Context: an optimization exercise on an open-source flow, tuned for small area and a short achievable clock period. The choices shown serve that exercise and are no tape-out recipe.
Where RTL was checked, it was by simulation tests only, not by an equivalence proof against the original.
No functional check of the RTL was part of runs 2 to 4.
Power figures rest on the tool's default switching activity, not on a simulated workload.

==> flow/design.v <==
`timescale 1ns / 1ps
module fifo_generic #(
    parameter DataWidth = 32, 
    parameter int unsigned FifoDepth = 32  
    ) (
    input logic                    clk,
    input logic                    i_rst,
    input logic                    i_read,
    input logic                    i_write,
    input logic  [DataWidth - 1:0] i_write_data,
    output logic [DataWidth - 1:0] o_read_data,
    output logic                   o_full,
    output logic                   o_empty
    );
    localparam mem_addr_width = $clog2(FifoDepth);
    logic [DataWidth - 1:0] fifo_mem[0: FifoDepth - 1];  
    logic [mem_addr_width:0] write_ptr;
    logic [mem_addr_width:0] read_ptr;
    wire logic [mem_addr_width - 1:0] write_addr;  
    wire logic [mem_addr_width - 1:0] read_addr;  
    assign write_addr = write_ptr[mem_addr_width - 1:0];
    assign read_addr = read_ptr[mem_addr_width - 1:0];
    logic read_en;
    logic write_en;
    wire logic addr_equal;
    wire logic ptr_msb_equal;
    assign read_en = (i_read && !o_empty) ? 1'b1 : 1'b0;
    assign write_en = (i_write && !o_full) ? 1'b1 : 1'b0;
    always_ff @(posedge clk) begin
        if (i_rst == 1'b1) begin 
            read_ptr <= 0;  
        end else if (read_en) begin
            read_ptr <= read_ptr + 1'b1;
        end
    end
    always_ff @(posedge clk) begin
        if (read_en && !o_empty) begin
            o_read_data <= fifo_mem[read_addr];
        end
    end
    always_ff @(posedge clk) begin
        if (i_rst == 1'b1) begin
            write_ptr <= 0;  
        end else if (i_write && !o_full) begin
            write_ptr <= write_ptr + 1;
        end   
    end  
    always_ff @(posedge clk) begin
        if (write_en && !o_full) begin
            fifo_mem[write_addr] <= i_write_data;
        end 
    end 
    assign addr_equal = (write_addr == read_addr) ? 1'b1 : 1'b0;
    assign ptr_msb_equal = (write_ptr[mem_addr_width] == read_ptr[mem_addr_width]) ? 1'b1 : 1'b0;
    assign o_empty = (addr_equal && ptr_msb_equal) ? 1'b1 : 1'b0;  
    assign o_full = (addr_equal && !ptr_msb_equal) ? 1'b1 : 1'b0;  
endmodule
==> flow/run.sh <==
#!/bin/bash
# synth_recipe.tcl (not shown) runs the flow's synth.tcl, then flattens the netlist and writes it again
# the make line also repeats each setting of config.mk as NAME=value (left out here)
make -C /OpenROAD-flow-scripts/flow DESIGN_CONFIG=/design/flow/config.mk WORK_HOME=/design/flow/orfs CLKGATE_MAP_FILE= SYNTH_SCRIPT=/design/flow/synth_recipe.tcl finish
==> flow/config.mk <==
export PLATFORM = sky130hd
export DESIGN_NAME = fifo_generic
export DESIGN_NICKNAME = fifo_generic
export VERILOG_FILES = /design/flow/design.v
export SDC_FILE = /design/flow/constraint.sdc
export NUM_CORES = 4
export LEC_CHECK = 0
export CAP_MARGIN = 20
export CORE_MARGIN = 2
export CORE_UTILIZATION = 40
export PLACE_DENSITY = 0.6
export SETUP_SLACK_MARGIN = 1.0
export SLEW_MARGIN = 20
==> flow/constraint.sdc <==
create_clock -name core_clock -period 2.8 [get_ports {clk}]
set_input_delay 0.5600 -clock core_clock [delete_from_list [all_inputs] [get_ports {clk}]]
set_output_delay 0.5600 -clock core_clock [all_outputs]
set_load 0.01 [all_outputs]
==> results of run 1 <==
-- worst max-delay path by stage --
| stage | slack (ns) | endpoint | cells after the start |
|---|---|---|---|
| 3_3_place_gp | -0.02 | o_read_data[11] | 6 |
| 4_1_cts | 0.44 | o_read_data[15] | 6 |
| 6_report | 0.44 | o_read_data[1] | 6 |
| 5_1_grt | 0.41 | o_read_data[15] | 6 |
| 3_5_place_dp | -0.0008 | o_read_data[11] | 6 |
| 2_1_floorplan | 0.43 | fifo_mem[15][0] | 6 |
-- synth_stat cells, drive strengths merged (2+ instances only) --
| cell | count |
|---|---|
| edfxtp | 1056 |
| mux2i | 194 |
| mux4 | 160 |
| buf | 69 |
| a221oi | 62 |
| clkbuf | 50 |
| nor2 | 49 |
| mux2 | 35 |
| a22oi | 32 |
| o221ai | 32 |
| o22ai | 32 |
| a211oi | 30 |
| nor3 | 30 |
| dfxtp | 12 |
| nand2 | 12 |
| xnor2 | 10 |
| a21oi | 5 |
| ha | 5 |
| inv | 5 |
| nor2b | 4 |
| nand3 | 3 |
| nand3b | 3 |
| or3 | 3 |
| xor2 | 3 |
| a2bb2oi | 2 |
| a31oi | 2 |
| and2 | 2 |
| and2b | 2 |
| and3 | 2 |
| nand2b | 2 |
| nand4 | 2 |
| or2 | 2 |
| or3b | 2 |
-- power groups by stage --
stage	Combinational (mW)	Clock, mW	Sequential, mW
5_1_grt	5.11	14.8	18.0
2_1_floorplan	2.20	0	18.3
4_1_cts	4.57	14.2	18.0
3_3_place_gp	3.72	0	18.3
3_5_place_dp	3.77	0	18.3
6_report	4.89	14.0	18.0
-- cell type report --
class | instances | area (µm²) | area share (%)
repair buffers | 403 | 5440 | 10.4
well taps | 1368 | 1710 | 3.28
multi-input cells | 727 | 9650 | 18.5
inverters | 5 | 22.5 | 0.0432
clock inverters | 63 | 689 | 1.32
clock buffers | 122 | 2670 | 5.12
flip-flops and latches | 1068 | 32000 | 61.3
-- worst reg2reg max path, delay by kind of cell (launching register included) --
kind,cells,cell delay (ns)
flops,1,0.37
compound gates,2,0.82
simple gates,2,0.58
buf+inv,2,0.43
-- state kept, by name, summed over array words and instances (netlist names) --
| name | count |
|---|---|
| fifo_mem | 1024 |
| o_read_data | 32 |
| read_ptr | 6 |
| write_ptr | 6 |
-- logic make-up (layout without fill, tap and decap cells) --
kind of cell | count (synthesis) | count (layout) | share of synthesized area, %
and+or+nand+nor | 118 | 118 | 1.36
adders and majority gates | 5 | 5 | 0.153
AOI/OAI and AO/OA | 202 | 202 | 4.15
buffers and inverters | 124 | 593 | 1.55
muxes | 389 | 389 | 14.5
DFF | 1068 | 1068 | 78.0
xor gates and xnor gates | 13 | 13 | 0.278
-- metal layers --
| layer | global-route usage, % | vias to the layer above |
|---|---|---|
| met3 | 5.17 | 145 |
| met4 | 5.26 | 2 |
| met2 | 32.5 | 1090 |
| li1 | - | 8914 |
| met1 | 29.9 | 11400 |
| met5 | 0 | - |
-- per-stage QoR --
stage | hold WS, ns | std cells | cell area, µm²
after floorplan | 0.574 | 1919 | 41200
after global placement | 0.598 | 3410 | 45000
after detailed placement | 0.617 | 3410 | 45000
after CTS | 0.585 | 3658 | 50100
after global routing | 0.655 | 3756 | 52200
final | 0.635 | 3756 | 52200
-- repair_timing --
action,4_1_cts,5_1_grt
gates cloned,13,31
buffers inserted,50,67
resized for setup,307,171
endpoints found under the setup margin,1128,1131
pin swaps,20,34
==> impl_results.md, run 1 <==
* Status: no timing/DRC/antenna violations
* Clock share of power at 37.9%
* Critical path's slowest cell: o221ai_1
* FF-to-FF End: o_read_data[1]
* Internal power at 28.2 mW
* Clk slew on worst S/H paths at 0.07 ns
* Largest cells by area after synthesis: edfxtp_1 77%, mux4_2 8.8%, mux2i_1 4.7%
* Slew Limit Fails at 0
* Die W at 324 µm
* Die Footprint at 0.105 mm²
* Fraction of layout cells with a size suffix above 1 at between 30 and 40%
* Clock Root Buffer: clkbuf_16
* Reg2reg path depth at 6
* # fillers at 7888
* DPL Wire Length at 63.9 mm
* Wirelength per Cell at 30.7 µm
* Buffer depth of the longest clock path at 3
* Mapped cell area at between 0.04 and 0.05 mm²
* Gate Count Post-Synth at ~1900
* Top cell type's share of synthesized area at 77.4%
* PD cells at approximately 710 mW/mm²
* Worst skew pair latency at 0.67 ns
* Commonest non-fill, non-tap cell in the layout: edfxtp_1
* Critical path class: reg2reg
* Nets at 2348
* Initial Utilization at 40.3%
* Cts bufs inserted at 102
* Post-synth EDFFs at around 1100
* WHS Path Cells at 2
* Total global-route track usage at 21.0%
* Clk sinks at approximately 1100
* Fin worst setup slack at 0.437 ns
* Critical path capture point type: register
* WHS Endpoint: read_ptr[5]
* Hold wc startpoint: read_ptr[5]
* Yosys warning count at 1
* M1 wire length at 47.7 mm
* MaxCap Viol Count at 0
* Final period util at 84.4%
* Row count at 117
* Period minus WS final at between 2 and 2.5 ns
* CTS tree: done
* Number of global-route vias before repair at approximately 21000
* Yosys top cell by area: edfxtp_1
* 1st-iter DRT viols at 2684
* Fin util at 51.3%
* Syn Nets at 1960
* Main synth FF type: edfxtp_1
* Part of the power in combinational logic at between 10% and 20%
* Commonest non-fill, non-tap cells in the layout: 1056 x edfxtp_1, 194 x mux2i_1, 160 x mux4_2
* Critical Path RT at 3.30 ns
* RSZ-0062 raised after global routing: true
* Setup TNS at 0 ns
* Bufs and invs on worst path at 2
* Worst Setup SP: read_ptr[4]
* Endpoints failing setup at 0
* Residual DRC at 0
* Top Ports at 70
* Skew final at ~0.023 ns
* DR pass1 iterations at 6
* Largest net degree at the start of global routing at 44
* Vias post-DR at 21600
* Area Overhead vs Synth at 27.4%
* Worst vdd ir at between 0.0005 and 0.0006 V
* Die H at 324 µm
* Total power draw at about 37 mW
* Vias/cell at between 5 and 6
* Hold_buf cts at 0
* Initial antenna violation count at 4
* Psw at 8.58 mW
* Max Used Layer: met5
* P_leak at 16.3 nW
* Worst R2R Start: read_ptr[4]
* Grt ovf at 0
* N_diodes at 0
* # H-tree levels at 3
* Post-DRT Antenna Nets at 0
* Critical Path Fanout Max at 32
* First-pass GRT wire length at 155 mm
* Worst Hold Class: reg2reg
* Mean Syn Cell Area at 21.3 µm²
* Core area at 0.102 mm²
* Share of the yosys chip area belonging to registers at 78.0%
* Dpl ws at -0.000834 ns
* R2R Setup Slk at about 0.44 ns
* Sequential power share at 48.8%
* Max Clk Rate at 0.423 GHz
* Startpoint Class: register
* GPL Wtd Cong at about 0.8
* Final hold vios at 0
* #FFs+latches synth at 1068
* Met3 routed WL at around 11 mm
* Slew headroom at a little over two fifths
* Sw frac at 23.3%
* CP cell instances: buf_4 > or3_1 > buf_12 > o221ai_1 > a221oi_4 > nor3_1
* Post-synth cell types at 41
* DR WL met2 at 54.1 mm
* Drt total wl at approximately 120 mm
* Delay-heaviest family, CP: compound AO/OA/AOI/OAI gates
* Crit path largest cell delay at approximately 0.71 ns
* Synth async-reset ratio at 0%
* Arrival time worst endpoint at approximately 2.9 ns
* Worst Max-Slew Pin Slew at 0.869 ns
* Port buffer count at roughly 70
==> inputs of run 2 (changes only) <==
==> flow/design.v (replaced) <==
module fifo_generic #(
    parameter DataWidth = 32,
    parameter int unsigned FifoDepth = 32  
    ) (
    input logic                    clk,
    input logic                    i_rst,
    input logic                    i_read,
    input logic                    i_write,
    input logic  [DataWidth - 1:0] i_write_data,
    output logic [DataWidth - 1:0] o_read_data,
    output logic                   o_full,
    output logic                   o_empty
    );
    localparam AW = $clog2(FifoDepth);
    logic [DataWidth - 1:0] fifo_mem [0:FifoDepth - 1];
    logic [AW - 1:0]        write_addr;
    logic [FifoDepth - 1:0] read_sel;    
    logic [AW:0]            count;       
    logic read_en, write_en;
    assign read_en  = i_read  & ~o_empty;
    assign write_en = i_write & ~o_full;
    always_ff @(posedge clk) begin
        if (i_rst) begin
            write_addr <= '0;
            read_sel   <= {{(FifoDepth - 1){1'b0}}, 1'b1};
            count      <= '0;
            o_empty    <= 1'b1;
            o_full     <= 1'b0;
        end else begin
            if (write_en) write_addr <= write_addr + 1'b1;
            if (read_en) read_sel <= {read_sel[FifoDepth - 2:0], read_sel[FifoDepth - 1]};
            if (write_en & ~read_en) begin
                count   <= count + 1'b1;
                o_empty <= 1'b0;
                o_full  <= (count == FifoDepth - 1);
            end else if (read_en & ~write_en) begin
                count   <= count - 1'b1;
                o_full  <= 1'b0;
                o_empty <= (count == 1);
            end
        end
    end
    logic [FifoDepth - 1:0] wsel, wkeep;
    always_comb begin
        for (int i = 0; i < FifoDepth; i++) begin
            wsel[i]  = i_write & ~o_full & (write_addr == i);
            wkeep[i] = ~i_write | count[AW] | (write_addr != i);
        end
    end
    always_ff @(posedge clk) begin
        for (int i = 0; i < FifoDepth; i++) begin
            fifo_mem[i] <= (i_write_data & {DataWidth{wsel[i]}})
                         | (fifo_mem[i] & {DataWidth{wkeep[i]}});
        end
    end
    logic [DataWidth - 1:0] head;
    always_comb begin
        head = '0;
        for (int i = 0; i < FifoDepth; i++) begin
            head = head | (fifo_mem[i] & {DataWidth{read_sel[i]}});
        end
    end
    always_ff @(posedge clk) begin
        if (read_en) o_read_data <= head;
    end
endmodule
==> run 2 against run 1 <==
Effect of this change: routed wire length is 59% higher; via count is 62% higher; clock-buffer cell count is 38 higher; register-to-register slack better by 0.39 ns; synthesized cell count is 82% higher; hold slack worse by 0.16 ns; sequential share of layout area is 16 points lower; setup slack better by 0.39 ns; clock power is 11% higher; combinational power is about 40% lower; largest power group unchanged.
==> impl_results.md, run 2 <==
* Worst vdd ir at 0.000515 V (was 0.000537 V)
* Port buffer count at 69 (unchanged)
* Nets at 3631 (was 2348)
* Vias/cell at 7.06 (was 5.74)
* Post-synth EDFFs at 32 (was 1056)
* Clk sinks at 1101 (was 1068)
* Total global-route track usage at 34.0% (was 21.0%)
* Largest regs: fifo_mem: 1024 flops, o_read_data: 32 flops, read_sel: 32 flops (was fifo_mem: 1024 flops, o_read_data: 32 flops)
* Initial antenna violation count at 6 (was 4)
* Initial Utilization at 40.5% (was 40.3%)
* Hold wc startpoint: fifo_mem[22][26] (was read_ptr[5])
* Final period util at 70.4% (was 84.4%)
* # H-tree levels at 3 (unchanged)
* Number of global-route vias before repair at 32300 (was 21100)
* Arrival time worst endpoint at 2.39 ns (was 2.87 ns)
* Final cell count without fillers at 4962 (was 3756)
* Fraction of layout cells with a size suffix above 1 at 23.0% (was 37.1%)
* Synth async-reset ratio at 0% (unchanged)
* WHS Endpoint: fifo_mem[22][26] (was read_ptr[5])
* Critical Path RT at 3.22 ns (was 3.30 ns)
* First-pass GRT wire length at 250 mm (was 155 mm)
* MaxCap Viol Count at 0 (unchanged)
* 1st-iter DRT viols at 5382 (was 2684)
* Post-synth cell types at 46 (was 41)
* CTS tree: done (unchanged)
* Period minus WS final at 1.97 ns (was 2.36 ns)
* Total power draw at 36.3 mW (was 36.8 mW)
* Crit path largest cell delay at 0.64 ns (was 0.71 ns)
* Worst Max-Slew Pin Slew at 0.728 ns (was 0.869 ns)
* Commonest non-fill, non-tap cells in the layout: 1032 x dfxtp_1, 1024 x a22o_1, 406 x a22oi_1 (was 1056 x edfxtp_1, 194 x mux2i_1, 160 x mux4_2)
* Reg2reg path depth at 4 (was 6)
* Largest net degree at the start of global routing at 63 (was 44)
* Max reg flops at 1024 (unchanged)
* Residual DRC at 0 (unchanged)
* FF-to-FF End: o_read_data[25] (was o_read_data[1])
* Dpl ws at 0.183 ns (was -0.000834 ns)
* Mean Syn Cell Area at 11.5 µm² (was 21.3 µm²)
* Slew headroom at 51.3% (was 42.1%)
* Area Overhead vs Synth at 23.2% (was 27.4%)
* Final hold vios at 0 (unchanged)
* Placed insts at 4650 (was 3410)
* Critical path class: reg2reg (unchanged)
* Gate Count Post-Synth at 3490 (was 1919)
* #FFs+latches synth at 1101 (was 1068)
* Grt ovf at 0 (unchanged)
* Multi-input gate area at 0.0163 mm² (was 0.00965 mm²)
* Hold_buf cts at 0 (unchanged)
* Mapped cell area at 0.0400 mm² (was 0.0410 mm²)
* Status: no timing/DRC/antenna violations (unchanged)
* Clk slew on worst S/H paths at 0.07 ns (about the same)
* Buffer depth of the longest clock path at 3 (unchanged)
* Post-route cell area at 0.0492 mm² (was 0.0522 mm²)
* DR pass1 iterations at 6 (unchanged)
* Synth Area in Adders at 0.313% (was 0.153%)
* Row count at 115 (was 117)
* Compound-Gate Fraction of Synth Area at 32.6% (was 4.15%)
* Die Footprint at 0.102 mm² (was 0.105 mm²)
* WHS Path Cells at 1 (was 2)
* Cts bufs inserted at 111 (was 102)
* GPL Wtd Cong at 0.862 (was 0.800)
* Top Ports at 70 (unchanged)
* Commonest non-fill, non-tap cell in the layout: dfxtp_1 (was edfxtp_1)
* Die W at 320 µm (was 324 µm)
* Worst Hold Class: reg2reg (unchanged)
* Critical Path Fanout Max at 6 (was 32)
* Die H at 320 µm (was 324 µm)
* PD cells at 737 mW/mm² (was 706 mW/mm²)
* Skew final at 0.0262 ns (was 0.0225 ns)
* Endpoints failing setup at 0 (unchanged)
* Startpoint Class: register (unchanged)
* Wirelength per Cell at 37.0 µm (was 30.7 µm)
* DPL Wire Length at 99.8 mm (was 63.9 mm)
* Synth Area in Simple Gates at 5.29% (was 1.36%)
* P_leak at 18.5 nW (was 16.3 nW)
* Reg area at 0.0225 mm² (was 0.0320 mm²)
* Yosys warning count at 2 (was 1)
* Drt total wl at 183 mm (was 115 mm)
* Yosys top cell by area: dfxtp_1 (was edfxtp_1)
* Setup TNS at 0 ns (unchanged)
* Share of the yosys chip area belonging to registers at 56.0% (was 78.0%)
* Slew Limit Fails at 0 (unchanged)
* N_diodes at 0 (unchanged)
* RSZ-0062 raised after global routing: true (unchanged)
* Largest cells by area after synthesis: dfxtp_1 54%, a22o_1 22%, a22oi_1 9.6% (was edfxtp_1 77%, mux4_2 8.8%, mux2i_1 4.7%)
* Synth Area in XOR/XNOR at 0.175% (was 0.278%)
* # fillers at 8760 (was 7888)
* Max Clk Rate at 0.507 GHz (was 0.423 GHz)
* Multiplexer share of the synthesized area at 0.0250% (was 14.5%)
* Critical path's slowest cell: or4_4 (was o221ai_1)
* Count leader, synth: dfxtp_1 (was edfxtp_1)
* Synth top cells by count: 1069 x dfxtp_1, 1024 x a22o_1, 512 x a22oi_1 (was 1056 x edfxtp_1, 194 x mux2i_1, 160 x mux4_2)
* Main synth FF type: dfxtp_1 (was edfxtp_1)
* Post-DRT Antenna Nets at 0 (unchanged)
* Critical path capture point type: register (unchanged)
* Vias post-DR at 35000 (was 21600)
* Fin worst setup slack at 0.829 ns (was 0.437 ns)
* Worst R2R Start: read_sel[4] (was read_ptr[4])
* Top cell type's share of synthesized area at 53.6% (was 77.4%)
* Reg with most FFs: fifo_mem (unchanged)
* Largest family of logic cells by synthesized area: compound AO/OA/AOI/OAI gates (was multiplexers)
* R2R Setup Slk at 0.83 ns (was 0.44 ns)
* CP cell instances: buf_4 > a22oi_1 > nand4_1 > or4_4 (was buf_4 > or3_1 > buf_12 > o221ai_1 > a221oi_4 > nor3_1)
* Worst skew pair latency at 0.70 ns (was 0.67 ns)
* Placed Instance Area at 0.0432 mm² (was 0.0450 mm²)
* Core area at 0.0987 mm² (was 0.102 mm²)
* Syn Nets at 3536 (was 1960)
* Clock Root Buffer: clkbuf_16 (unchanged)
## run 2: stage by stage
| step | hold slack, ns | utilization [%] |
|---|---|---|
| global route | 0.489 | 49.9 |
| finish | 0.478 | 49.9 |
| detailed placement | 0.464 | 43.7 |
| CTS | 0.482 | 48.9 |
| floorplan | 0.450 | - |
| global placement | 0.461 | 43.7 |
## run 2: report_power, final
group	internal (mW)	switching, mW	leakage (nW)
clock network	8.91	6.56	1.89
logic	1.57	1.37	7.58
registers	17.1	0.791	9.01
## run 2: worst max-delay path by stage
| stage | from | endpoint | slack [ns] | cells past startpoint |
|---|---|---|---|---|
| final | read_sel[4] | o_read_data[25] | 0.83 | 4 |
| after global placement | i_write | count[5] | 0.13 | 8 |
| after global routing | read_sel[12] | o_read_data[25] | 0.85 | 4 |
| after floorplan | i_read | count[5] | 0.66 | 9 |
| after detailed placement | i_write | count[5] | 0.18 | 8 |
| after CTS | o_read_data[17] | o_read_data[17] | 0.91 | 1 |
## run 2: kinds of logic after synthesis
kind of cell,count (synthesis)
AOI/OAI and AO/OA,1577
xor gates and xnor gates,8
adders and majority gates,10
buffers and inverters,453
DFF,1101
muxes,1
and+or+nand+nor,340
## run 2: cell type report
class	instances	share of cell area [%]
Clock inverter	43	0.816
Clock buffer	160	6.86
Sequential cell	1101	45.7
Inverter	6	0.0483
Multi-Input combinational cell	1936	33.1
Tap cell	1287	3.27
Timing Repair Buffer	429	10.3
## run 2: per-layer routing
| layer | track usage (%) | vias up | wire length (µm) |
|---|---|---|---|
| met2 | 49.3 | 2890 | 75100 |
| li1 | - | 13900 | - |
| met1 | 45.7 | 17500 | 70100 |
| met3 | 10.2 | 709 | 26000 |
| met4 | 17.1 | 8 | 12200 |
| met5 | 0 | - | 55 |
## run 2: worst max-delay path: cells and delay by family, from the launching register on
kind	cells	cell delay (ns)
AO/OA/AOI/OAI	1	0.18
flip-flops	1	0.41
AND/OR/NAND/NOR	2	0.89
buffers and inverters	1	0.20
## run 2: repair_timing
| item | 4_1_cts | 5_1_grt |
|---|---|---|
| buffers inserted | 69 | 29 |
| pin swaps | 35 | 64 |
| gates resized for setup | 318 | 109 |
| endpoints found under the setup margin | 953 | 679 |
| cloned | 2 | 9 |
==> inputs of run 3 (changes only) <==
--- a/flow/config.mk
+++ b/flow/config.mk
@@ -7,7 +7,8 @@
 export LEC_CHECK = 0
 export CAP_MARGIN = 20
 export CORE_MARGIN = 2
-export CORE_UTILIZATION = 40
-export PLACE_DENSITY = 0.6
-export SETUP_SLACK_MARGIN = 1.0
+export CORE_UTILIZATION = 60
+export PLACE_DENSITY = 0.7
+export SETUP_SLACK_MARGIN = 1.2
 export SLEW_MARGIN = 20
+export TNS_END_PERCENT = 5
==> run 3 against run 2 <==
Effect of this change: die area down 33%; sequential power about the same; first-iteration DRC count increased by 38%; synthesized cell count did not move; total power shrank 0.52%; area after synthesis is the same; clock skew shrank 0.00055 ns; non-clock buffer count rose by 10; largest power group unchanged.
==> impl_results.md, run 3 <==
* Part of the power in combinational logic at 8.6% (was 8.1%)
* Share of the yosys chip area belonging to registers at 56.0% (unchanged)
* Max Clk Rate at 0.503 GHz (was 0.507 GHz)
* Largest net degree at the start of global routing at 46 (was 63)
* Clock share of power at 41.6% (was 42.6%)
* Post-synth EDFFs at 32 (unchanged)
* Fin worst setup slack at 0.813 ns (was 0.829 ns)
* Residual DRC at 0 (unchanged)
* Largest cells by area after synthesis: dfxtp_1 54%, a22o_1 22%, a22oi_1 9.6% (unchanged)
* Synth top cells by count: 1069 x dfxtp_1, 1024 x a22o_1, 512 x a22oi_1 (unchanged)
* Slew Limit Fails at 0 (unchanged)
* Slew headroom at 58.9% (was 51.3%)
* RSZ-0062 raised after global routing: true (unchanged)
* Post-route cell area at 0.0486 mm² (was 0.0492 mm²)
* Total power draw at 36.1 mW (was 36.3 mW)
* Arrival time worst endpoint at 2.42 ns (was 2.39 ns)
* Endpoints failing setup at 0 (unchanged)
* DPL Wire Length at 95.7 mm (was 99.8 mm)
* Die Footprint at 0.0687 mm² (was 0.102 mm²)
* Total global-route track usage at 51.2% (was 34.0%)
* Final cell count without fillers at 4556 (was 4962)
* Multi-input gate area at 0.0161 mm² (was 0.0163 mm²)
* Initial Utilization at 60.7% (was 40.5%)
* Met3 Use GR at 22.0% (was 10.2%)
* Buffer depth of the longest clock path at 3 (unchanged)
* DR pass1 iterations at 12 (was 6)
* Top Ports at 70 (unchanged)
* Initial antenna violation count at 12 (was 6)
* # fillers at 4374 (was 8760)
* Skew final at 0.0256 ns (was 0.0262 ns)
* Gr busiest metal: met2 (unchanged)
* Placed Instance Area at 0.0422 mm² (was 0.0432 mm²)
* Row count at 94 (was 115)
* Top cell type's share of synthesized area at 53.6% (unchanged)
* Drt total wl at 188 mm (was 183 mm)
* Startpoint Class: register (unchanged)
* P_leak at 18.5 nW (about the same)
* Commonest non-fill, non-tap cells in the layout: 1029 x dfxtp_1, 1024 x a22o_1, 452 x a22oi_1 (was 1032 x dfxtp_1, 1024 x a22o_1, 406 x a22oi_1)
* Fin util at 73.8% (was 49.9%)
* Worst Max-Slew Pin Slew at 0.617 ns (was 0.728 ns)
* Synth async-reset ratio at 0% (unchanged)
* Main synth FF type: dfxtp_1 (unchanged)
* Largest regs: fifo_mem: 1024 flops, o_read_data: 32 flops, read_sel: 32 flops (unchanged)
* Core area at 0.0659 mm² (was 0.0987 mm²)
* Worst Hold Class: reg2reg (unchanged)
* Number of global-route vias before repair at 34600 (was 32300)
* Clock Root Buffer: clkbuf_16 (unchanged)
* Grt ovf at 0 (unchanged)
* Commonest non-fill, non-tap cell in the layout: dfxtp_1 (unchanged)
* CTS tree: done (unchanged)
* Mapped cell area at 0.0400 mm² (unchanged)
* Status: no timing/DRC/antenna violations (unchanged)
* Sequential power share at 49.8% (was 49.3%)
* PD cells at 743 mW/mm² (was 737 mW/mm²)
* Max reg flops at 1024 (unchanged)
* Wirelength per Cell at 41.4 µm (was 37.0 µm)
* #FFs+latches synth at 1101 (unchanged)
* Worst skew pair latency at 0.73 ns (was 0.70 ns)
* Clk sinks at 1101 (unchanged)
* Area Overhead vs Synth at 21.6% (was 23.2%)
* Reg with most FFs: fifo_mem (unchanged)
* Post-DRT Antenna Nets at 0 (unchanged)
* Nets at 3638 (was 3631)
* Yosys top cell by area: dfxtp_1 (unchanged)
* Port buffer count at 69 (unchanged)
* Dpl ws at 0.0948 ns (was 0.183 ns)
* Yosys warning count at 2 (unchanged)
* Vias post-DR at 37500 (was 35000)
* Die W at 262 µm (was 320 µm)
* Fin Hold WS at 0.481 ns (was 0.478 ns)
* Critical path capture point type: register (unchanged)
* Setup TNS at 0 ns (unchanged)
* Fraction of layout cells with a size suffix above 1 at 21.4% (was 23.0%)
* MaxCap Viol Count at 0 (unchanged)
* Period minus WS final at 1.99 ns (was 1.97 ns)
* Met2 usage at 70.5% (was 49.3%)
* Cts bufs inserted at 107 (was 111)
* First-pass GRT wire length at 251 mm (was 250 mm)
* Clk slew on worst S/H paths at 0.06 ns (was 0.07 ns)
* Mean Syn Cell Area at 11.5 µm² (unchanged)
* Final hold vios at 0 (unchanged)
* Post-synth cell types at 46 (unchanged)
* Final period util at 71.0% (was 70.4%)
* Gate Count Post-Synth at 3490 (unchanged)
* Critical Path Fanout Max at 4 (was 6)
* Placed insts at 4199 (was 4650)
* Met1 Resource Use GR at 63.1% (was 45.7%)
* Critical Path RT at 3.24 ns (was 3.22 ns)
* # H-tree levels at 3 (unchanged)
* Die H at 262 µm (was 320 µm)
* Critical path class: reg2reg (unchanged)
* Worst vdd ir at 0.000663 V (was 0.000515 V)
* Reg area at 0.0225 mm² (about the same)
* GPL Wtd Cong at 0.942 (was 0.862)
* 1st-iter DRT viols at 7444 (was 5382)
* Sw frac at 24.7% (was 24.0%)
* Internal power at 27.2 mW (was 27.6 mW)
* Psw at 8.92 mW (was 8.71 mW)
* Syn Nets at 3536 (unchanged)
* Vias/cell at 8.23 (was 7.06)
* Count leader, synth: dfxtp_1 (unchanged)
* Hold_buf cts at 0 (unchanged)
==> run 3: worst paths after layout <==
kind              slack, ns  depth (start not counted)              from                to
setup / recovery       0.81                          5       read_sel[1]   o_read_data[16]
hold / removal         0.48                          1  fifo_mem[26][14]  fifo_mem[26][14]
setup reg to reg       0.81                          5       read_sel[1]   o_read_data[16]
hold reg to reg        0.48                          1  fifo_mem[26][14]  fifo_mem[26][14]
==> run 3: worst max-delay path: stages, from the launching register on <==
cell and delay, ns:
dfxtp_4 0.37, buf_12 0.16, buf_4 0.14, a22oi_2 0.21, nand4_1 0.22, or4_1 0.60
==> run 3: layout make-up <==
type,count,area share [%]
tap,864,2.22
antenna,9,0.0464
multi-input combinational,1937,33.0
inverter,6,0.0464
timing repair buffer,439,10.8
clock inverter,44,1.04
sequential,1101,46.3
clock buffer,156,6.47
==> run 3: metal layers <==
metal / wire (µm) / share of wire (%)
met1: 62100 / 33
met2: 71900 / 38
met3: 35200 / 19
met4: 19200 / 10
met5: 211 / 0.11
==> run 3: what timing repair did <==
item                        CTS  global route
cloned                       10            17
setup buffers                74            47
pin swaps                    39            37
gates resized for setup     279           123
setup endpoints to repair  1093          1115
==> run 3: power groups by stage <==
stage               logic, mW  clock network [mW]  registers, mW
finish                   3.10                15.0           18.0
global route             3.19                15.5           18.1
CTS                      2.73                14.8           17.9
detailed placement       2.62                   0           18.2
global placement         2.54                   0           18.2
floorplan                1.83                   0           18.0
==> run 3: kinds of logic (layout without fill, tap and decap cells) <==
family	after synthesis	in the layout	share of synthesized area, %
compound gates	1577	1577	32.6
flops	1101	1101	56.0
buf+inv	453	645	5.62
simple gates	340	341	5.29
fa+ha+maj	10	10	0.313
xor+xnor	8	8	0.175
mux	1	1	0.0250
other cells	0	9	0
==> inputs of run 4 (changes only) <==
--- a/flow/design.v
+++ b/flow/design.v
@@ -1,3 +1,27 @@
+module fifo_or8 (input logic [7:0] d, input logic [7:0] s, output logic y);
+    assign y = |(d & s);
+endmodule
+module fifo_nor2 (input logic a, b, output logic y);
+    assign y = ~(a | b);
+endmodule
+module fifo_nand2 (input logic a, b, output logic y);
+    assign y = ~(a & b);
+endmodule
+module fifo_rdbit (
+    input  logic [31:0] d,
+    input  logic [31:0] s,
+    output logic        y
+    );
+    logic [3:0]  l2;
+    logic [1:0]  l3;
+    for (genvar k = 0; k < 4; k++) begin : g_l2
+        fifo_or8 u (.d(d[8*k +: 8]), .s(s[8*k +: 8]), .y(l2[k]));
+    end
+    for (genvar k = 0; k < 2; k++) begin : g_l3
+        fifo_nor2 u (.a(l2[2*k]), .b(l2[2*k+1]), .y(l3[k]));
+    end
+    fifo_nand2 u_l4 (.a(l3[0]), .b(l3[1]), .y(y));
+endmodule
 module fifo_generic #(
     parameter DataWidth = 32,
     parameter int unsigned FifoDepth = 32  
@@ -54,11 +78,12 @@
         end
     end
     logic [DataWidth - 1:0] head;
-    always_comb begin
-        head = '0;
-        for (int i = 0; i < FifoDepth; i++) begin
-            head = head | (fifo_mem[i] & {DataWidth{read_sel[i]}});
+    for (genvar b = 0; b < DataWidth; b++) begin : g_rd
+        logic [FifoDepth - 1:0] col;
+        for (genvar i = 0; i < FifoDepth; i++) begin : g_col
+            assign col[i] = fifo_mem[i][b];
         end
+        fifo_rdbit u_bit (.d(col), .s(read_sel), .y(head[b]));
     end
     always_ff @(posedge clk) begin
         if (read_en) o_read_data <= head;
--- a/flow/config.mk
+++ b/flow/config.mk
@@ -7,8 +7,8 @@
 export LEC_CHECK = 0
 export CAP_MARGIN = 20
 export CORE_MARGIN = 2
-export CORE_UTILIZATION = 60
-export PLACE_DENSITY = 0.7
-export SETUP_SLACK_MARGIN = 1.2
+export CORE_UTILIZATION = 40
+export PLACE_DENSITY = 0.6
+export SETUP_SLACK_MARGIN = 1.0
 export SLEW_MARGIN = 20
-export TNS_END_PERCENT = 5
+export SYNTH_HIERARCHICAL = 1
==> run 4 against run 3 <==
Effect of this change: synthesized cell count down 1.3%; sequential share of layout area up 2.4 points; clock skew up 0.0037 ns; via count down 19%; area after synthesis down 2.5%; critical path type unchanged; first-iteration DRC count down 61%; fmax up 9.1%; final area down 5.3%; die area up 46%; hold slack worse by 0.027 ns; final cell count up 6.1%; highest routed layer unchanged; non-clock buffer count down 210.
==> impl_results.md, run 4 <==
* Die W at 316 µm (was 262 µm)
* Syn Nets at 3489 (was 3536)
* Largest regs: fifo_mem: 1024 flops, o_read_data: 32 flops, read_sel: 32 flops (unchanged)
* R2R Setup Slk at 0.98 ns (was 0.81 ns)
* Worst R2R Start: read_sel[5] (was read_sel[1])
* Final period util at 65.0% (was 71.0%)
* Final hold vios at 0 (unchanged)
* Commonest non-fill, non-tap cell in the layout: dfxtp_1 (unchanged)
* Critical path depth at 5 (unchanged)
* RSZ-0062 raised after global routing: true (unchanged)
* Status: no timing/DRC/antenna violations (unchanged)
* N_diodes at 0 (was 9)
* MaxCap Viol Count at 0 (unchanged)
* Number of global-route vias before repair at 29700 (was 34600)
* Reg with most FFs: fifo_mem (unchanged)
* Grt ovf at 0 (unchanged)
* Synth async-reset ratio at 0% (unchanged)
* Core area at 0.0966 mm² (was 0.0659 mm²)
* Critical Path Fanout Max at 11 (was 4)
* Post-synth EDFFs at 32 (unchanged)
* DPL Wire Length at 72.8 mm (was 95.7 mm)
* Critical path's slowest cell: dfxtp_4 (was or4_1)
* Buffer depth of the longest clock path at 3 (unchanged)
* Startpoint Class: register (unchanged)
* Top cell type's share of synthesized area at 54.9% (was 53.6%)
* Period minus WS final at 1.82 ns (was 1.99 ns)
* Arrival time worst endpoint at 2.24 ns (was 2.42 ns)
* Cts bufs inserted at 109 (was 107)
* Delay-heaviest family, CP: simple AND/OR/NAND/NOR gates (unchanged)
* Residual DRC at 0 (unchanged)
* Endpoints failing setup at 0 (unchanged)
* Count leader, synth: dfxtp_1 (unchanged)
* Crit path to: o_read_data[9] (was o_read_data[16])
* Mapped cell area at 0.0390 mm² (was 0.0400 mm²)
* Die Footprint at 0.100 mm² (was 0.0687 mm²)
* PD cells at 783 mW/mm² (was 743 mW/mm²)
* Worst Hold Class: reg2reg (unchanged)
* Critical Path RT at 3.22 ns (was 3.24 ns)
* Commonest non-fill, non-tap cells in the layout: 1052 x dfxtp_1, 1024 x a22o_1, 511 x a22oi_1 (was 1029 x dfxtp_1, 1024 x a22o_1, 452 x a22oi_1)
* Met3 Use GR at 3.23% (was 22.0%)
* Area Overhead vs Synth at 18.1% (was 21.6%)
* Worst Setup SP: read_sel[5] (was read_sel[1])
* Worst skew pair latency at 0.69 ns (was 0.73 ns)
* # H-tree levels at 3 (unchanged)
* #FFs+latches synth at 1101 (unchanged)
* Met1 Resource Use GR at 33.3% (was 63.1%)
* 1st-iter DRT viols at 2906 (was 7444)
* Total global-route track usage at 24.5% (was 51.2%)
* Drt total wl at 126 mm (was 188 mm)
* Clk slew on worst S/H paths at 0.06 ns (about the same)
* Largest cells by area after synthesis: dfxtp_1 55%, a22o_1 23%, a22oi_1 9.9% (was dfxtp_1 54%, a22o_1 22%, a22oi_1 9.6%)
* Critical path class: reg2reg (unchanged)
* Slew Limit Fails at 0 (unchanged)
* Port buffer count at 69 (unchanged)
* Fin Hold WS at 0.453 ns (was 0.481 ns)
* Worst vdd ir at 0.000424 V (was 0.000663 V)
* Setup TNS at 0 ns (unchanged)
* Vias post-DR at 30500 (was 37500)
* Post-synth cell types at 35 (was 46)
* Slew headroom at 58.4% (was 58.9%)
* Yosys warning count at 8 (was 2)
* FF-to-FF End: o_read_data[9] (was o_read_data[16])
* Reg2reg path depth at 5 (unchanged)
* Met2 usage at 40.1% (was 70.5%)
* CP cell instances: buf_4 > a22oi_1 > nand4_1 > nor2_4 > nand2_1 (was buf_12 > buf_4 > a22oi_2 > nand4_1 > or4_1)
* Yosys top cell by area: dfxtp_1 (unchanged)
* Largest net degree at the start of global routing at 46 (unchanged)
* Bufs and invs on worst path at 1 (was 2)
* First-pass GRT wire length at 190 mm (was 251 mm)
* Wirelength per Cell at 26.1 µm (was 41.4 µm)
* Clock Root Buffer: clkbuf_16 (unchanged)
* Critical path capture point type: register (unchanged)
* CTS tree: done (unchanged)
* Gate Count Post-Synth at 3443 (was 3490)
* Initial antenna violation count at 1 (was 12)
* Clk sinks at 1101 (unchanged)
* P_leak at 17.2 nW (was 18.5 nW)
* Nets at 3515 (was 3638)
* Skew final at 0.0293 ns (was 0.0256 ns)
* # fillers at 8618 (was 4374)
* DR pass1 iterations at 5 (was 12)
* Mean Syn Cell Area at 11.3 µm² (was 11.5 µm²)
* Vias/cell at 6.32 (was 8.23)
* Synth top cells by count: 1069 x dfxtp_1, 1024 x a22o_1, 512 x a22oi_1 (unchanged)
* Fraction of layout cells with a size suffix above 1 at 13.5% (was 21.4%)
* Crit path largest cell delay at 0.40 ns (was 0.60 ns)
* Main synth FF type: dfxtp_1 (unchanged)
* Die H at 316 µm (was 262 µm)
* Initial Utilization at 40.4% (was 60.7%)
* Gr busiest metal: met2 (unchanged)
* Top Ports at 70 (unchanged)
* Post-DRT Antenna Nets at 0 (unchanged)
* Row count at 114 (was 94)
* Max Clk Rate at 0.549 GHz (was 0.503 GHz)
* Share of the yosys chip area belonging to registers at 57.4% (was 56.0%)
* Max reg flops at 1024 (unchanged)
* Worst Max-Slew Pin Slew at 0.623 ns (was 0.617 ns)
* GPL Wtd Cong at 0.832 (was 0.942)
==> run 4: cell types whose count changed in the layout (fill, tap and decap cells not counted), sizes merged, moves of 9 or more <==
cell	before	now
buf	389	193
clkbuf	169	158
diode	9	0
nand2	81	134
nor2	44	121
or4	33	1
nand3	28	13
==> run 4: area by class of cell <==
type	count	area (µm²)	share of cell area [%]
sequential	1101	22400	48.7
multi-input combinational	2022	15800	34.3
clock buffer	156	3210	6.97
timing repair buffer	229	2420	5.26
tap	1276	1600	3.47
clock inverter	46	589	1.28
inverter	6	22.5	0.0489
==> run 4: cells by family after synthesis <==
group,synth area share [%]
compound gates,33.4
xor+xnor,0.180
fa+ha+maj,0.321
buf+inv,3.40
flops,57.4
mux,0.0257
simple gates,5.25
==> run 4: per-module statistics from Yosys (local to each module, per instance), excerpt <==
module	cells	area, µm²
fifo_nor2	1	3.75
fifo_or8	5	36.3
fifo_nand2	1	3.75
fifo_generic	2707	34000
==> run 4: power breakdown <==
part	leakage (nW)	switching (mW)	internal, mW
combinational	6.32	1.45	1.36
clock	1.88	6.35	9.00
sequential	8.99	0.724	17.1
total	17.2	8.53	27.5
==> run 4: worst min-delay path, cell delays in order, from the launching register on <==
cell,delay [ns]
dfxtp_1,0.31
nand2_1,0.05
a21oi_1,0.05
==> run 4: per-layer routing <==
layer	vias up	wire length, µm
met5	-	9
met4	2	3230
met3	232	8420
met2	1242	58700
met1	15400	55700
li1	13700	-
==> run 4: through the flow <==
step / setup slack [ns] / instances / area, µm² / utilization, % / power (mW)
6_report: 0.979 / 4836 / 46000 / 47.7 / 36.0
5_1_grt: 0.962 / 4836 / 46000 / 47.7 / 37.2
4_1_cts: 0.873 / 4832 / 45700 / 47.3 / 36.1
3_5_place_dp: 0.269 / 4629 / 41800 / 43.3 / 20.8
3_3_place_gp: 0.256 / 4629 / 41800 / 43.3 / 20.8
2_1_floorplan: 0.657 / 3443 / 39000 / - / 19.8
==> run 4: how the worst min path moves through the flow <==
stage                          from               to  depth (start not counted)
floorplan           fifo_mem[12][0]  fifo_mem[12][0]                          1
global placement        read_sel[8]      read_sel[8]                          2
detailed placement      read_sel[8]      read_sel[8]                          2
CTS                           i_rst         count[4]                          3
global route            read_sel[8]      read_sel[8]                          2
finish                  read_sel[8]      read_sel[8]                          2
==> run 4: what timing repair did <==
action,in CTS,in global routing
buffers inserted,0,2
gates resized for setup,197,86
hold endpoints to repair,0,0
cloned,1,2
hold buffers,0,0
pin swaps,3,17
setup endpoints to repair,1050,975
==> inputs of run 5 (changes only) <==
--- a/flow/design.v
+++ b/flow/design.v
@@ -37,38 +37,52 @@
     );
     localparam AW = $clog2(FifoDepth);
     logic [DataWidth - 1:0] fifo_mem [0:FifoDepth - 1];
-    logic [AW - 1:0]        write_addr;
+    localparam LoN = 4;
+    localparam HiN = FifoDepth / LoN;
+    logic [LoN - 1:0]       wr_lo;
+    logic [HiN - 1:0]       wr_hi;
     logic [FifoDepth - 1:0] read_sel;    
     logic [AW:0]            count;       
+    logic not_empty, not_full;
     logic read_en, write_en;
-    assign read_en  = i_read  & ~o_empty;
-    assign write_en = i_write & ~o_full;
+    assign read_en  = i_read  & not_empty;
+    assign write_en = i_write & ~count[AW];
     always_ff @(posedge clk) begin
         if (i_rst) begin
-            write_addr <= '0;
+            wr_lo      <= {{(LoN - 1){1'b0}}, 1'b1};
+            wr_hi      <= {{(HiN - 1){1'b0}}, 1'b1};
             read_sel   <= {{(FifoDepth - 1){1'b0}}, 1'b1};
             count      <= '0;
+            not_empty  <= 1'b0;
+            not_full   <= 1'b1;
             o_empty    <= 1'b1;
             o_full     <= 1'b0;
         end else begin
-            if (write_en) write_addr <= write_addr + 1'b1;
+            if (write_en) begin
+                wr_lo <= {wr_lo[LoN - 2:0], wr_lo[LoN - 1]};
+                if (wr_lo[LoN - 1]) wr_hi <= {wr_hi[HiN - 2:0], wr_hi[HiN - 1]};
+            end
             if (read_en) read_sel <= {read_sel[FifoDepth - 2:0], read_sel[FifoDepth - 1]};
             if (write_en & ~read_en) begin
                 count   <= count + 1'b1;
-                o_empty <= 1'b0;
-                o_full  <= (count == FifoDepth - 1);
+                not_empty <= 1'b1;
+                o_empty   <= 1'b0;
+                not_full  <= (count != FifoDepth - 1);
+                o_full    <= (count == FifoDepth - 1);
             end else if (read_en & ~write_en) begin
                 count   <= count - 1'b1;
-                o_full  <= 1'b0;
-                o_empty <= (count == 1);
+                not_full  <= 1'b1;
+                o_full    <= 1'b0;
+                not_empty <= (count != 1);
+                o_empty   <= (count == 1);
             end
         end
     end
     logic [FifoDepth - 1:0] wsel, wkeep;
     always_comb begin
         for (int i = 0; i < FifoDepth; i++) begin
-            wsel[i]  = i_write & ~o_full & (write_addr == i);
-            wkeep[i] = ~i_write | count[AW] | (write_addr != i);
+            wsel[i]  = i_write & ~count[AW] & wr_lo[i % LoN] & wr_hi[i / LoN];
+            wkeep[i] = ~(i_write & not_full & wr_lo[i % LoN] & wr_hi[i / LoN]);
         end
     end
     always_ff @(posedge clk) begin
@@ -85,7 +99,10 @@
         end
         fifo_rdbit u_bit (.d(col), .s(read_sel), .y(head[b]));
     end
+    logic read_keep;
+    assign read_keep = ~i_read | (count == 0);
     always_ff @(posedge clk) begin
-        if (read_en) o_read_data <= head;
+        o_read_data <= (head & {DataWidth{read_en}})
+                     | (o_read_data & {DataWidth{read_keep}});
     end
 endmodule
--- a/flow/config.mk
+++ b/flow/config.mk
@@ -7,8 +7,11 @@
 export LEC_CHECK = 0
 export CAP_MARGIN = 20
 export CORE_MARGIN = 2
-export CORE_UTILIZATION = 40
-export PLACE_DENSITY = 0.6
-export SETUP_SLACK_MARGIN = 1.0
+export CORE_UTILIZATION = 50
+export CTS_CLUSTER_DIAMETER = 80
+export CTS_CLUSTER_SIZE = 25
+export PLACE_DENSITY = 0.65
+export SETUP_SLACK_MARGIN = 1.25
 export SLEW_MARGIN = 20
 export SYNTH_HIERARCHICAL = 1
+export TNS_END_PERCENT = 10
==> run 5 against run 4 <==
Effect of this change: sequential power is essentially flat; setup slack lost 0.028 ns; register-to-register slack lost 0.03 ns; critical endpoint is now o_read_data[9]; largest cell class unchanged.
==> impl_results.md, run 5 <==
* Final hold vios at 0 (unchanged)
* Yosys warning count at 8 (unchanged)
* Max Clk Rate at 0.541 GHz (was 0.549 GHz)
* WHS Endpoint: count[0] (was read_sel[8])
* 1st-iter DRT viols at 4153 (was 2906)
* Grt ovf at 0 (unchanged)
* PD cells at 675 mW/mm² (was 783 mW/mm²)
* Largest regs: fifo_mem: 1024 flops, o_read_data: 32 flops, read_sel: 32 flops (unchanged)
* DPL Wire Length at 77.7 mm (was 72.8 mm)
* #FFs+latches synth at 1110 (was 1101)
* Number of global-route vias before repair at 32300 (was 29700)
* Largest cells by area after synthesis: dfxtp_1 57%, a22o_1 24%, a22oi_1 9.8% (was dfxtp_1 55%, a22o_1 23%, a22oi_1 9.9%)
* Worst R2R Start: read_sel[3] (was read_sel[5])
* Nets at 3601 (was 3515)
* Largest net degree at the start of global routing at 65 (was 46)
* Critical Path RT at 3.34 ns (was 3.22 ns)
* Cts bufs inserted at 51 (was 109)
* FF-to-FF End: o_read_data[9] (unchanged)
* First-pass GRT wire length at 210 mm (was 190 mm)
* GPL Wtd Cong at 0.835 (was 0.832)
* Mapped cell area at 0.0392 mm² (was 0.0390 mm²)
* Final period util at 66.0% (was 65.0%)
* Hold_buf cts at 0 (unchanged)
* R2R Setup Slk at 0.95 ns (was 0.98 ns)
* Reg with most FFs: fifo_mem (unchanged)
* Status: no timing/DRC/antenna violations (unchanged)
* Synth Area in Adders at 0.160% (was 0.321%)
* Internal power at 22.7 mW (was 27.5 mW)
* Drt total wl at 143 mm (was 126 mm)
* Critical Path Fanout Max at 7 (was 11)
* Slew Limit Fails at 0 (unchanged)
* Multiplexer share of the synthesized area at 0.0255% (was 0.0257%)
* Synth async-reset ratio at 0% (unchanged)
* Count leader, synth: dfxtp_1 (unchanged)
* Residual DRC at 0 (unchanged)
* Share of the yosys chip area belonging to registers at 56.7% (was 57.4%)
* Part of the power in combinational logic at 14.0% (was 7.8%)
* Clock Root Buffer: clkbuf_16 (unchanged)
* Worst Hold Class: in2reg (was reg2reg)
* Post-route cell area at 0.0455 mm² (was 0.0460 mm²)
* Port buffer count at 69 (unchanged)
* Endpoints failing setup at 0 (unchanged)
* Top Ports at 70 (unchanged)
* Buffer depth of the longest clock path at 3 (unchanged)
* Die H at 284 µm (was 316 µm)
* Area Overhead vs Synth at 16.2% (was 18.1%)
* Yosys top cell by area: dfxtp_1 (unchanged)
* Mean Syn Cell Area at 11.2 µm² (was 11.3 µm²)
* Hold wc startpoint: i_rst (was read_sel[8])
* Sw frac at 26.3% (was 23.7%)
* MaxCap Viol Count at 0 (unchanged)
* Arrival time worst endpoint at 2.39 ns (was 2.24 ns)
* Post-synth EDFFs at 0 (was 32)
* Top cell type's share of synthesized area at 56.7% (was 54.9%)
* Clk slew on worst S/H paths at 0.11 ns (was 0.06 ns)
* Reg2reg path depth at 7 (was 5)
* Synth top cells by count: 1110 x dfxtp_1, 1056 x a22o_1, 512 x a22oi_1 (was 1069 x dfxtp_1, 1024 x a22o_1, 512 x a22oi_1)
* Max reg flops at 1024 (unchanged)
* RSZ-0062 raised after global routing: true (unchanged)
* Wirelength per Cell at 31.0 µm (was 26.1 µm)
* Commonest non-fill, non-tap cell in the layout: a22o_1 (was dfxtp_1)
* Compound-Gate Fraction of Synth Area at 34.1% (was 33.4%)
* Core area at 0.0775 mm² (was 0.0966 mm²)
* Die Footprint at 0.0806 mm² (was 0.100 mm²)
* Fin Hold WS at 0.456 ns (was 0.453 ns)
* Reg area at 0.0224 mm² (about the same)
* CTS tree: done (unchanged)
* Commonest non-fill, non-tap cells in the layout: 1056 x a22o_1, 1039 x dfxtp_1, 421 x a22oi_1 (was 1052 x dfxtp_1, 1024 x a22o_1, 511 x a22oi_1)
* Fraction of layout cells with a size suffix above 1 at 17.6% (was 13.5%)
* Synth Area in Simple Gates at 5.10% (was 5.25%)
* Initial antenna violation count at 0 (was 1)
* Initial Utilization at 50.6% (was 40.4%)
* # H-tree levels at 2 (was 3)
* Syn Nets at 3531 (was 3489)
* Main synth FF type: dfxtp_1 (unchanged)
* P_leak at 17.0 nW (was 17.2 nW)
* DR pass1 iterations at 6 (was 5)
* Sequential power share at 58.2% (was 49.5%)
* Vias post-DR at 33200 (was 30500)
* Critical path class: reg2reg (unchanged)
* Skew final at 0.0228 ns (was 0.0293 ns)
* Clock share of power at 27.8% (was 42.6%)
* Multi-input gate area at 0.0163 mm² (was 0.0158 mm²)
* Period minus WS final at 1.85 ns (was 1.82 ns)
* # fillers at 6244 (was 8618)
* Slew headroom at 49.4% (was 58.4%)
* WHS Path Cells at 2 (unchanged)
* Clk sinks at 1110 (was 1101)
* N_diodes at 0 (unchanged)
* Die W at 284 µm (was 316 µm)
* Worst vdd ir at 0.000543 V (was 0.000424 V)
* Worst skew pair latency at 0.66 ns (was 0.69 ns)
* Total global-route track usage at 33.8% (was 24.5%)
* Largest family of logic cells by synthesized area: compound AO/OA/AOI/OAI gates (unchanged)
* Worst Max-Slew Pin Slew at 0.759 ns (was 0.623 ns)
* Synth Area in XOR/XNOR at 0.112% (was 0.180%)
* Gate Count Post-Synth at 3490 (was 3443)
* Post-DRT Antenna Nets at 0 (unchanged)
* Startpoint Class: register (unchanged)
* Total power draw at 30.7 mW (was 36.0 mW)
* Row count at 102 (was 114)
* Vias/cell at 7.20 (was 6.32)
* Post-synth cell types at 39 (was 35)
* Placed Instance Area at 0.0416 mm² (was 0.0418 mm²)
* Setup TNS at 0 ns (unchanged)
* Critical path capture point type: register (unchanged)
* Psw at 8.09 mW (was 8.53 mW)
[run 5: stage by stage]
| step | instances | util (%) | setup WS, ns |
|---|---|---|---|
| 3_5_place_dp | 4435 | 53.7 | 0.210 |
| 3_3_place_gp | 4435 | 53.7 | 0.175 |
| 6_report | 4611 | 58.8 | 0.951 |
| 2_1_floorplan | 3490 | - | 0.639 |
| 4_1_cts | 4605 | 58.5 | 1.01 |
| 5_1_grt | 4611 | 58.8 | 0.956 |
[run 5: worst max path at each step]
stage / from / end / slack, ns
after floorplan: i_read / count[5] / 0.64
after global placement: i_write / count[5] / 0.17
after detailed placement: i_write / count[5] / 0.21
after CTS: not_empty / count[5] / 1.01
after global routing: read_sel[3] / o_read_data[16] / 0.96
final: read_sel[3] / o_read_data[9] / 0.95
[run 5: layout make-up]
| cell class | instances | area share [%] |
|---|---|---|
| multi-input combinational | 2042 | 35.7 |
| clock inverter | 5 | 0.0962 |
| inverter | 5 | 0.0467 |
| clock buffer | 59 | 3.01 |
| timing repair buffer | 350 | 9.12 |
| sequential | 1110 | 49.2 |
| tap | 1040 | 2.86 |
[run 5: what timing repair did]
| item | 4_1_cts | 5_1_grt |
|---|---|---|
| resized for setup | 480 | 32 |
| pin swaps | 132 | 16 |
| gates cloned | 11 | 5 |
| endpoints found under the setup margin | 1132 | 1044 |
| setup buffers | 95 | 1 |
| hold endpoints to repair | 0 | 0 |
[run 5: power groups by stage]
stage,Sequential [mW],Combinational (mW),Clock [mW]
2_1_floorplan,18.0,2.10,0
3_3_place_gp,18.1,3.62,0
3_5_place_dp,18.1,3.70,0
4_1_cts,17.8,4.19,8.59
5_1_grt,18.0,4.52,9.13
6_report,17.9,4.31,8.53
[run 5: Yosys stat by module (local to each module, per instance), excerpt]
module	flops+latches	copies in the design	cell area, µm²
fifo_nor2	0	64	3.75
fifo_or8	0	128	36.3
fifo_nand2	0	32	3.75
fifo_generic	1110	1	34200
[run 5: cells by family after synthesis]
logic type,count (synthesis)
AO/OA/AOI/OAI,1621
flip-flops,1110
AND/OR/NAND/NOR,410
buffers and inverters,338
XOR/XNOR,5
adder cells (fa/ha/maj),5
multiplexers,1
[run 5: worst max-delay path, cell delays in order, from the launching register on]
cell and delay, ns:
dfxtp_4 0.43, buf_12 0.17, buf_4 0.14, a22oi_2 0.14, nand4_1 0.30, nor2_4 0.27, nand2_2 0.09, a22o_1 0.20
[run 5: layer usage]
layer / global-route usage, % / vias up / part of all wire, %
met5: 0 / - / 0
met4: 19.2 / 0 / 6.4
li1: - / 13900 / -
met1: 43.8 / 16600 / 39
met3: 7.56 / 513 / 11
met2: 52.2 / 2161 / 44
==> inputs of run 6 (changes only) <==
--- a/flow/config.mk
+++ b/flow/config.mk
@@ -11,7 +11,6 @@
 export CTS_CLUSTER_DIAMETER = 80
 export CTS_CLUSTER_SIZE = 25
 export PLACE_DENSITY = 0.65
-export SETUP_SLACK_MARGIN = 1.25
+export SETUP_SLACK_MARGIN = 1.0
 export SLEW_MARGIN = 20
 export SYNTH_HIERARCHICAL = 1
-export TNS_END_PERCENT = 10
==> run 6 against run 5 <==
Effect of this change: still clean; clock power about the same; hold slack worse by 0.097 ns; utilization down 2.5 points; sequential share of layout area up 2.1 points; routed wire length down 2.1%; critical path type unchanged; critical endpoint is now o_read_data[1]; highest routed layer is now met5.
==> impl_results.md, run 6 <==
* Worst R2R Start: read_sel[3] (unchanged)
* Critical Path Fanout Max at 8 (was 7)
* Max Clk Rate at 0.531 GHz (was 0.541 GHz)
* Dpl ws at 0.182 ns (was 0.210 ns)
* Die H at 284 µm (unchanged)
* # fillers at 6504 (was 6244)
* Final period util at 67.3% (was 66.0%)
* Max reg flops at 1024 (unchanged)
* Core area at 0.0775 mm² (unchanged)
* First-pass GRT wire length at 206 mm (was 210 mm)
* Endpoints failing setup at 0 (unchanged)
* Vias/cell at 7.16 (was 7.20)
* Status: no timing/DRC/antenna violations (unchanged)
* Clk slew on worst S/H paths at 0.10 ns (was 0.11 ns)
* Die W at 284 µm (unchanged)
* Period minus WS final at 1.88 ns (was 1.85 ns)
* Total power draw at 30.2 mW (was 30.7 mW)
* R2R Setup Slk at 0.92 ns (was 0.95 ns)
* Worst Setup SP: read_sel[3] (unchanged)
* Buffer depth of the longest clock path at 3 (unchanged)
* Mapped cell area at 0.0392 mm² (unchanged)
* PD cells at 693 mW/mm² (was 675 mW/mm²)
* Commonest non-fill, non-tap cells in the layout: 1056 x a22o_1, 1050 x dfxtp_1, 503 x a22oi_1 (was 1056 x a22o_1, 1039 x dfxtp_1, 421 x a22oi_1)
* Synth async-reset ratio at 0% (unchanged)
* Clock Root Buffer: clkbuf_16 (unchanged)
* Post-DRT Antenna Nets at 0 (unchanged)
* Crit path largest cell delay at 0.42 ns (was 0.43 ns)
* GPL Wtd Cong at 0.849 (was 0.835)
* Fin worst setup slack at 0.916 ns (was 0.951 ns)
* Initial antenna violation count at 5 (was 0)
* Residual DRC at 0 (unchanged)
* N_diodes at 0 (unchanged)
* Largest regs: fifo_mem: 1024 flops, o_read_data: 32 flops, read_sel: 32 flops (unchanged)
* Final hold vios at 0 (unchanged)
* Yosys warning count at 8 (unchanged)
* Clk sinks at 1110 (unchanged)
* Drt total wl at 140 mm (was 143 mm)
* Critical path class: reg2reg (unchanged)
* Post-synth cell types at 39 (unchanged)
* Row count at 102 (unchanged)
* Grt ovf at 0 (unchanged)
* #FFs+latches synth at 1110 (unchanged)
* Worst vdd ir at 0.000505 V (was 0.000543 V)
* DPL Wire Length at 78.6 mm (was 77.7 mm)
* Count leader, synth: dfxtp_1 (unchanged)
* Fraction of layout cells with a size suffix above 1 at 12.4% (was 17.6%)
* Gate Count Post-Synth at 3490 (unchanged)
* Number of global-route vias before repair at 31700 (was 32300)
* Reg area at 0.0224 mm² (about the same)
* Syn Nets at 3531 (unchanged)
* # H-tree levels at 2 (unchanged)
* Slew Limit Fails at 0 (unchanged)
* Largest net degree at the start of global routing at 65 (unchanged)
* Main synth FF type: dfxtp_1 (unchanged)
* Area Overhead vs Synth at 11.3% (was 16.2%)
* FF-to-FF End: o_read_data[1] (was o_read_data[9])
* Multi-input gate area at 0.0158 mm² (was 0.0163 mm²)
* Post-synth EDFFs at 0 (unchanged)
* Vias post-DR at 32400 (was 33200)
* DR pass1 iterations at 5 (was 6)
* Fin Hold WS at 0.359 ns (was 0.456 ns)
* Commonest non-fill, non-tap cell in the layout: a22o_1 (unchanged)
* Nets at 3515 (was 3601)
* Hold_buf cts at 0 (unchanged)
* RSZ-0062 raised after global routing: true (unchanged)
* Top cell type's share of synthesized area at 56.7% (unchanged)
* Crit path to: o_read_data[1] (was o_read_data[9])
* Top Ports at 70 (unchanged)
* Critical path capture point type: register (unchanged)
* MaxCap Viol Count at 0 (unchanged)
* Slew headroom at 39.3% (was 49.4%)
* Startpoint Class: register (unchanged)
* Arrival time worst endpoint at 2.43 ns (was 2.39 ns)
* Reg2reg path depth at 6 (was 7)
* Synth top cells by count: 1110 x dfxtp_1, 1056 x a22o_1, 512 x a22oi_1 (unchanged)
* P_leak at 16.3 nW (was 17.0 nW)
* Mean Syn Cell Area at 11.2 µm² (unchanged)
* Initial Utilization at 50.6% (unchanged)
* Cts bufs inserted at 51 (unchanged)
* CP cell instances: buf_12 > a22oi_1 > nand4_1 > nor2_4 > nand2_1 > a22o_1 (was buf_12 > buf_4 > a22oi_2 > nand4_1 > nor2_4 > nand2_2 > a22o_1)
* Worst Hold Class: in2reg (unchanged)
* Largest cells by area after synthesis: dfxtp_1 57%, a22o_1 24%, a22oi_1 9.8% (unchanged)
* Worst skew pair latency at 0.66 ns (about the same)
* Yosys top cell by area: dfxtp_1 (unchanged)
* Skew final at 0.0282 ns (was 0.0228 ns)
* Critical Path RT at 3.35 ns (was 3.34 ns)
* CTS tree: done (unchanged)
* Worst Max-Slew Pin Slew at 0.910 ns (was 0.759 ns)
* Critical path's slowest cell: dfxtp_4 (unchanged)
* Reg with most FFs: fifo_mem (unchanged)
* Port buffer count at 69 (unchanged)
* Share of the yosys chip area belonging to registers at 56.7% (unchanged)
* Wirelength per Cell at 30.9 µm (was 31.0 µm)
* Total global-route track usage at 33.2% (was 33.8%)
* Setup TNS at 0 ns (unchanged)
* Die Footprint at 0.0806 mm² (unchanged)
* 1st-iter DRT viols at 4039 (was 4153)
-- run 6: area by class of cell --
type	count	share of cell area (%)
clock buffers	54	2.98
repair buffers	264	6.30
inverters	5	0.0488
well taps	1040	2.98
flip-flops and latches	1110	51.3
clock inverters	9	0.227
multi-input cells	2042	36.2
-- run 6: modules after synthesis, one instance, submodules excluded, a selection --
module	cell area [µm²]	cells	flops+latches	copies in the design
fifo_generic	34200	2754	1110	1
fifo_nand2	3.75	1	0	32
fifo_nor2	3.75	1	0	64
fifo_or8	36.3	5	0	128
-- run 6: routing by layer --
| metal | vias up | global-route usage [%] | wire length (µm) |
|---|---|---|---|
| li1 | 13700 | - | - |
| met1 | 16300 | 43.7 | 55200 |
| met2 | 2004 | 51.1 | 62400 |
| met3 | 354 | 7.74 | 15400 |
| met4 | 2 | 16.6 | 6990 |
| met5 | - | 0 | 13 |
-- run 6: worst min-delay path by stage --
stage | from | depth (start not counted) | slack (ns) | end
2_1_floorplan | not_empty | 2 | 0.44 | not_empty
3_3_place_gp | not_empty | 2 | 0.45 | not_empty
3_5_place_dp | o_read_data[29] | 1 | 0.46 | o_read_data[29]
4_1_cts | i_rst | 2 | 0.33 | read_sel[6]
5_1_grt | i_rst | 2 | 0.34 | read_sel[2]
6_report | i_rst | 2 | 0.36 | read_sel[2]
-- run 6: power breakdown --
| group | switching (mW) | leakage [nW] | internal, mW | total [mW] |
|---|---|---|---|---|
| registers | 0.766 | 9.02 | 17.0 | 17.8 |
| clock network | 5.07 | 0.682 | 3.45 | 8.52 |
| logic | 2.14 | 6.56 | 1.73 | 3.87 |
| total | 7.97 | 16.3 | 22.2 | 30.2 |
-- run 6: repair_timing --
item                       in CTS  in global routing
setup buffers                   6                 28
setup endpoints to repair     483                436
gates resized for setup       203                 76
pin swaps                      13                 35
gates cloned                    0                  1
-- run 6: cells by family after synthesis --
family / share of synthesized area [%]
XOR/XNOR: 0.112
adder cells (fa/ha/maj): 0.160
AND/OR/NAND/NOR: 5.10
multiplexers: 0.0255
buffers and inverters: 3.77
AO/OA/AOI/OAI: 34.1
flip-flops: 56.7
-- run 6: per-stage QoR --
step,instance area [µm²],utilization (%),std cells
6_report,43600,56.3,4524
5_1_grt,43600,56.3,4524
4_1_cts,43200,55.8,4495
3_5_place_dp,41500,53.6,4426
3_3_place_gp,41500,53.6,4426
2_1_floorplan,39200,-,3490
-- run 6: worst max-delay path: cells and delay by family, from the launching register on --
family,cells,cell delay (ns)
flops,1,0.42
buf+inv,1,0.16
compound gates,2,0.40
simple gates,3,0.80

re-timing with driven ports:
The results above use ideal ports. As a check the final layouts listed here were re-extracted and re-timed, cells and wires unchanged. Step 1 (the two cells are an assumption about what drives the block):
set clk [get_ports {clk}]
set_driving_cell -lib_cell sky130_fd_sc_hd__clkbuf_16 $clk
set_driving_cell -lib_cell sky130_fd_sc_hd__buf_2 [delete_from_list [all_inputs] $clk]
Step 2 also shifts input and output timing later by t, the mid clock arrival at the registers, as if the neighbouring blocks saw the same clock. Three values: ideal ports, drivers, drivers and shift; two values: the first two.
run | t (ns) | setup WS [ns] | worst setup path at the end | worst data-port slew with drivers (ns)
run 1 | 0.728 | 0.437 / 0.415 / 0.152 | input to register | 0.07
run 2 | 0.766 | 0.829 / 0.829 / 0.388 | input to register | 0.03
run 3 | 0.782 | 0.813 / 0.813 / 0.379 | input to register | 0.04
run 4 | 0.748 | 0.979 / 0.968 / 0.351 | input to register | 0.04
run 5 | 0.718 | 0.951 / 0.951 / 0.470 | input to register | 0.04
run 6 | 0.706 | 0.916 / 0.916 / 0.504 | input to register | 0.04
After both steps setup and hold are still met in every run listed. The setup slack of run 4, which loses most, moves by -0.011 ns with the drivers and by -0.628 ns with both steps.
